Background: an optimization exercise with open tools, aiming at small area. Do not read the settings as production practice.
Only simulation tests tie the RTL to the original design; equivalence was not proved.
Power is estimated from default activity; no workload was simulated.

$ cat design/flow/run.sh
#!/bin/bash
# synth_recipe.tcl (not shown) runs the flow's synth.tcl, then flattens the netlist and writes it again
# the make line also repeats each setting of config.mk as NAME=value (left out here)
make -C /OpenROAD-flow-scripts/flow DESIGN_CONFIG=/design/flow/config.mk WORK_HOME=/design/flow/orfs CLKGATE_MAP_FILE= SYNTH_SCRIPT=/design/flow/synth_recipe.tcl finish
$ cat design/flow/design.v
module arbiter (
    input  wire [1:0] dens_N,
    input  wire [1:0] dens_E,
    input  wire [1:0] dens_S,
    input  wire [1:0] dens_W,
    input  wire       ped_N,
    input  wire       ped_E,
    input  wire       ped_S,
    input  wire       ped_W,
    input  wire       emergency_N,
    input  wire       emergency_E,
    input  wire       emergency_S,
    input  wire       emergency_W,
    output reg        grant_N,
    output reg        grant_E,
    output reg        grant_S,
    output reg        grant_W
);
    integer score_N, score_E, score_S, score_W;
    always @(*) begin
        grant_N = 0; grant_E = 0; grant_S = 0; grant_W = 0;
        if (emergency_N | emergency_E | emergency_S | emergency_W) begin
            score_N = (emergency_N ? 100 : 0) + dens_N + (ped_N ? 2 : 0);
            score_E = (emergency_E ? 100 : 0) + dens_E + (ped_E ? 2 : 0);
            score_S = (emergency_S ? 100 : 0) + dens_S + (ped_S ? 2 : 0);
            score_W = (emergency_W ? 100 : 0) + dens_W + (ped_W ? 2 : 0);
        end else begin
            score_N = dens_N + (ped_N ? 2 : 0);
            score_E = dens_E + (ped_E ? 2 : 0);
            score_S = dens_S + (ped_S ? 2 : 0);
            score_W = dens_W + (ped_W ? 2 : 0);
        end
        if (score_N >= score_E && score_N >= score_S && score_N >= score_W) grant_N = 1;
        else if (score_E >= score_N && score_E >= score_S && score_E >= score_W) grant_E = 1;
        else if (score_S >= score_N && score_S >= score_E && score_S >= score_W) grant_S = 1;
        else grant_W = 1;
    end
endmodule
module lane_fsm #(
    parameter TIMER_WIDTH = 16,
    parameter GREEN_MIN = 50,   
    parameter GREEN_STEP = 25,  
    parameter YELLOW_TIME = 15  
)(
    input  wire clk,
    input  wire reset,
    input  wire grant,              
    input  wire ped_req,               
    input  wire [1:0] density,         
    output reg  green,
    output reg  yellow,
    output reg  red
);
    localparam S_RED    = 2'd0;
    localparam S_GREEN  = 2'd1;
    localparam S_YELLOW = 2'd2;
    reg [1:0] state, next_state;
    reg [TIMER_WIDTH-1:0] timer, next_timer;
    always @(posedge clk or posedge reset) begin
        if (reset) begin
            state <= S_RED;
            timer <= 0;
        end else begin
            state <= next_state;
            timer <= next_timer;
        end
    end
    always @(*) begin
        next_state = state;
        next_timer = timer;
        case (state)
            S_RED: begin
                if (grant) begin
                    next_state = S_GREEN;
                    next_timer = GREEN_MIN + (density * GREEN_STEP);
                    if (ped_req) next_timer = next_timer + GREEN_STEP;
                end
            end
            S_GREEN: begin
                if (timer == 0) begin
                    next_state = S_YELLOW;
                    next_timer = YELLOW_TIME; 
                end else begin
                    next_timer = timer - 1;
                end
            end
            S_YELLOW: begin
                if (timer == 0) begin
                    next_state = S_RED;
                    next_timer = 0;
                end else begin
                    next_timer = timer - 1;
                end
            end
            default: begin
                next_state = S_RED;
                next_timer = 0;
            end
        endcase
    end
    always @(*) begin
        green  = (state == S_GREEN);
        yellow = (state == S_YELLOW);
        red    = (state == S_RED);
    end
endmodule
module top (
    input  wire clk,
    input  wire reset,
    input  wire [1:0] sensor_N,
    input  wire [1:0] sensor_E,
    input  wire [1:0] sensor_S,
    input  wire [1:0] sensor_W,
    input  wire       ped_N,
    input  wire       ped_E,
    input  wire       ped_S,
    input  wire       ped_W,
    input  wire       emergency_N,
    input  wire       emergency_E,
    input  wire       emergency_S,
    input  wire       emergency_W,
    output wire green_N, yellow_N, red_N,
    output wire green_E, yellow_E, red_E,
    output wire green_S, yellow_S, red_S,
    output wire green_W, yellow_W, red_W
);
    wire grant_N, grant_E, grant_S, grant_W;
    arbiter arb_u (
        .dens_N(sensor_N), .dens_E(sensor_E), .dens_S(sensor_S), .dens_W(sensor_W),
        .ped_N(ped_N), .ped_E(ped_E), .ped_S(ped_S), .ped_W(ped_W),
        .emergency_N(emergency_N), .emergency_E(emergency_E), .emergency_S(emergency_S), .emergency_W(emergency_W),
        .grant_N(grant_N), .grant_E(grant_E), .grant_S(grant_S), .grant_W(grant_W)
    );
    lane_fsm #(.GREEN_MIN(100), .GREEN_STEP(50), .YELLOW_TIME(30)) laneN(
        .clk(clk), .reset(reset), .grant(grant_N), .ped_req(ped_N), .density(sensor_N),
        .green(green_N), .yellow(yellow_N), .red(red_N)
    );
    lane_fsm laneE(
        .clk(clk), .reset(reset), .grant(grant_E), .ped_req(ped_E), .density(sensor_E),
        .green(green_E), .yellow(yellow_E), .red(red_E)
    );
    lane_fsm laneS(
        .clk(clk), .reset(reset), .grant(grant_S), .ped_req(ped_S), .density(sensor_S),
        .green(green_S), .yellow(yellow_S), .red(red_S)
    );
    lane_fsm laneW(
        .clk(clk), .reset(reset), .grant(grant_W), .ped_req(ped_W), .density(sensor_W),
        .green(green_W), .yellow(yellow_W), .red(red_W)
    );
endmodule
$ cat design/flow/constraint.sdc
create_clock -name core_clock -period 6.0 [get_ports {clk}]
set_input_delay 1.2000 -clock core_clock [delete_from_list [all_inputs] [get_ports {clk}]]
set_output_delay 1.2000 -clock core_clock [all_outputs]
set_load 0.01 [all_outputs]
$ cat design/flow/config.mk
export PLATFORM = sky130hd
export DESIGN_NAME = top
export DESIGN_NICKNAME = top
export VERILOG_FILES = /design/flow/design.v
export SDC_FILE = /design/flow/constraint.sdc
export NUM_CORES = 4
export LEC_CHECK = 0
export CAP_MARGIN = 20
export CORE_MARGIN = 2
export CORE_UTILIZATION = 40
export SLEW_MARGIN = 20
==> summary.txt <==
Fin Clk Skew ~0.0053 ns; grt peak-use layer met2; Max Slew Vio Count 0; initial DRC count between 400 and 500; # hold bufs at CTS 0; leakage power 2.97 nW; WL per Instance about 16 um; simple-gate share of the synthesized area between 20% and 30%; synth-to-layout area growth 12.5%; final core utilization 45.8%; Post-CTS Setup Inserts 0; Syn Nets 849; vias in the first global route 5554; CTS Sinks 72; Root Buffer clkbuf_16; final setup margin between 0.8 and 0.9 ns; measured slew at the worst slew-check pin 0.997 ns; Synth Instances between 700 and 800; Max Clk Rate 0.194 GHz; Hold Slack roughly 0.49 ns; P per Cell Area 353 nW/um^2; DPL Wire Length approximately 11000 um; share of the synthesized area in the top cell type 29.3%; Worst Hold Depth 1; first-pass GRT wire length 26300 um; core area 15100 um^2; post-route ant nets 0; RD Place Congestion 0.871; clk latency of the worst-skew pair 0.35 ns; io pins 30; CP Launch Type input port; Finished Layout Cells ~980; WP data arrival 5.39 ns; Yosys top cell by area dfrtp_1; Post-Syn Area per Cell 8.01 um^2; hold_sp laneN.timer[13]; top post-synthesis cells by area dfrtp_1 29%, ha_1 13%, o21ai_0 6.4%, nor2_1 5.4%, a21oi_1 5.2%; adder-cell area share of the yosys netlist between 10% and 20%; compound-gate portion of the synthesized area 24.6%; synth unique cells 66; Global Route met2 Usage about 33%; drt first pass iters 5; Synth warnings 3; worst hold path type register to register; die width between 100 and 150 um; CTS tree yes; via/cell ratio 5.87; diode count 0; Tcrit/Tclk final 86.0%; RSZ-0062 raised after global routing no; largest family of logic cells by synthesized area compound AO/OA/AOI/OAI gates; Post-Place Worst Slack between 0.5 and 0.6 ns; total track usage approximately a fifth; DRC Markers 0; met3 GRT Util 4.59%; Tmin final 5.16 ns; Seq/Total Area, Yosys 29.3%; vias 5723; initial antenna violation count 0; relative slew slack around 33%; CP required 6.23 ns; FF-to-FF Start laneE.timer[3]; Crit Path Category input port to register; clk slew on worst S/H paths 0.06 ns; WHS Endpoint laneN.timer[13]; worst reg2reg path endpoint laneE.timer[1]; share of cells above drive strength 1 4.96%; setup total negative slack 0 ns; number of gates resized after cts 0; largest net degree at the start of global routing 40; total placed cells including tap cells 959; num rows between 40 and 50; max-cap violations 0; async set or reset register ratio after synthesis 100%; Nets 864; CP Capture Type register; CP Max Fanout 17; Final Setup Violations 0; final WL ~15000 um; status complete, no violations; Synth Register Bits 72; Main synth FF type dfrtp_1; grt total ovfl 0; H-Tree Depth 3; Starting Density 40.7%; cell count of the worst reg-to-reg path 8; number of CTS-inserted buffers 9; die area 16400 um^2; post-synthesis cell area 6140 um^2; Max Buffers Root-to-Sink 2; Max IR drop VDD 0.219 mV; die height ~130 um; worst reg-to-reg setup slack 2.92 ns; I/O Buffers 29; met1 Track Usage GR 25.4%; number of synthesized flops with an enable pin 0; Fin. Hold Viols 0; post-synthesis xor/xnor area fraction roughly 3%; multiplexer share of the synthesized area 2.08%
## routing by layer
layer	part of all wire, %	vias to the layer above
met5	0	-
met4	1.2	0
met3	4.4	18
met2	48	122
met1	47	2750
li1	-	2833
## logic make-up (layout without fill, tap and decap cells)
family / after synthesis / after routing
and+or+nand+nor: 287 / 287
muxes: 12 / 12
adders and majority gates: 65 / 65
buffers and inverters: 74 / 94
DFF: 72 / 72
xor gates and xnor gates: 21 / 21
AOI/OAI and AO/OA: 236 / 236
## stage by stage
| stage | area, um^2 | power, mW |
|---|---|---|
| after floorplan | 6140 | 1.57 |
| after global placement | 6570 | 1.77 |
| after detailed placement | 6570 | 1.81 |
| after CTS | 6910 | 2.45 |
| after global routing | 6910 | 2.65 |
| final | 6910 | 2.44 |
## cell usage after synthesis (13+ instances only)
cell	instances
xnor2_1	13
a21oi_1	64
nor2_1	89
nand2_1	66
or3_1	14
dfrtp_1	72
inv_1	42
nor3_1	35
ha_1	64
clkbuf_1	26
o21ai_0	79
a31oi_1	17
nand3_1	17
## flip-flops by register name, summed over array words and instances, names as in the netlist
signal	cells
laneW.timer	16
laneS.state	2
laneN.timer	16
laneS.timer	16
laneW.state	2
laneN.state	2
laneE.timer	16
laneE.state	2
## where the power goes
| group | internal (mW) | switching (mW) |
|---|---|---|
| Sequential | 0.671 | 0.194 |
| Combinational | 0.410 | 0.538 |
| Clock | 0.405 | 0.222 |
## final cells by class
class                   instances  area [um^2]
flip-flops and latches         72         1800
inverters                      42          158
multi-input cells             621         4040
well taps                     188          235
clock inverters                 6          108
repair buffers                 36          343
clock buffers                  10          229
fillers                      1463         8180
## worst max-delay path, cell delays in order
cell and delay (ns):
clkdlybuf4s50_1 0.72, ha_1 0.33, ha_1 0.30, mux2i_1 0.27
inv_1 0.12, ha_1 0.30, and3b_1 0.18, o21a_1 0.10
nor3_1 0.30, a221oi_1 0.17, or3_1 0.68, and2_4 0.29
a2111o_1 0.40
## cell usage in the layout, fill, tap and decap left out, types with 4 or more instances in the layout
cell type / instances
o21ai_0: 79
o211a_1: 4
a221oi_1: 5
a21oi_1: 64
xor2_1: 8
nor3b_1: 5
nor4_1: 10
mux2i_1: 9
or4_1: 4
nand3_1: 17
and3_1: 4
inv_1: 41
o31ai_1: 7
a31oi_1: 17
clkdlybuf4s50_1: 29
nand2b_1: 12
nor2b_1: 9
or3_1: 14
clkbuf_16: 9
o41ai_1: 7
a21o_1: 4
nor3_1: 34
a211oi_1: 5
ha_1: 64
or2_2: 4
xnor2_1: 13
o22ai_1: 5
nand2_1: 66
buf_4: 7
nor2_1: 89
dfrtp_1: 72
## how the worst max path moves through the flow
stage                            from              to  slack (ns)  cells after the start
final                           ped_N  laneS.timer[7]        0.84                     13
after global routing            ped_N  laneS.timer[8]        0.54                     14
after CTS                       ped_N  laneS.timer[7]        0.90                     13
after detailed placement        ped_N  laneS.timer[7]        0.52                     13
after global placement    emergency_N  laneS.timer[0]        0.63                     14
after floorplan           emergency_E  laneS.timer[7]        1.49                     16

[static timing again, ports no longer ideal]
The results above use ideal ports. As a check the final layout listed here was re-extracted and re-timed, cells and wires unchanged.
Step 1: set_driving_cell puts a clkbuf_16 on clk and a buf_2 on each other input, an assumption about the parent block.
Step 2 also shifts input and output timing later by t, the mid clock arrival at the registers, as if the neighbouring blocks saw the same clock.
Slacks: ideal ports / drivers / drivers and shift; pairs: ideal ports / drivers.
t (ns): 0.387
setup slack, ns: 0.841 / 0.854 / 0.467
worst setup path after step 2: input to register
latest minus earliest clock arrival (ns): 0.006 / 0.006
worst register clock-pin slew, ns: 0.06 / 0.06
After both steps setup and hold are still met in this run. The setup slack of this run moves by +0.013 ns with the drivers and by -0.374 ns with both steps.
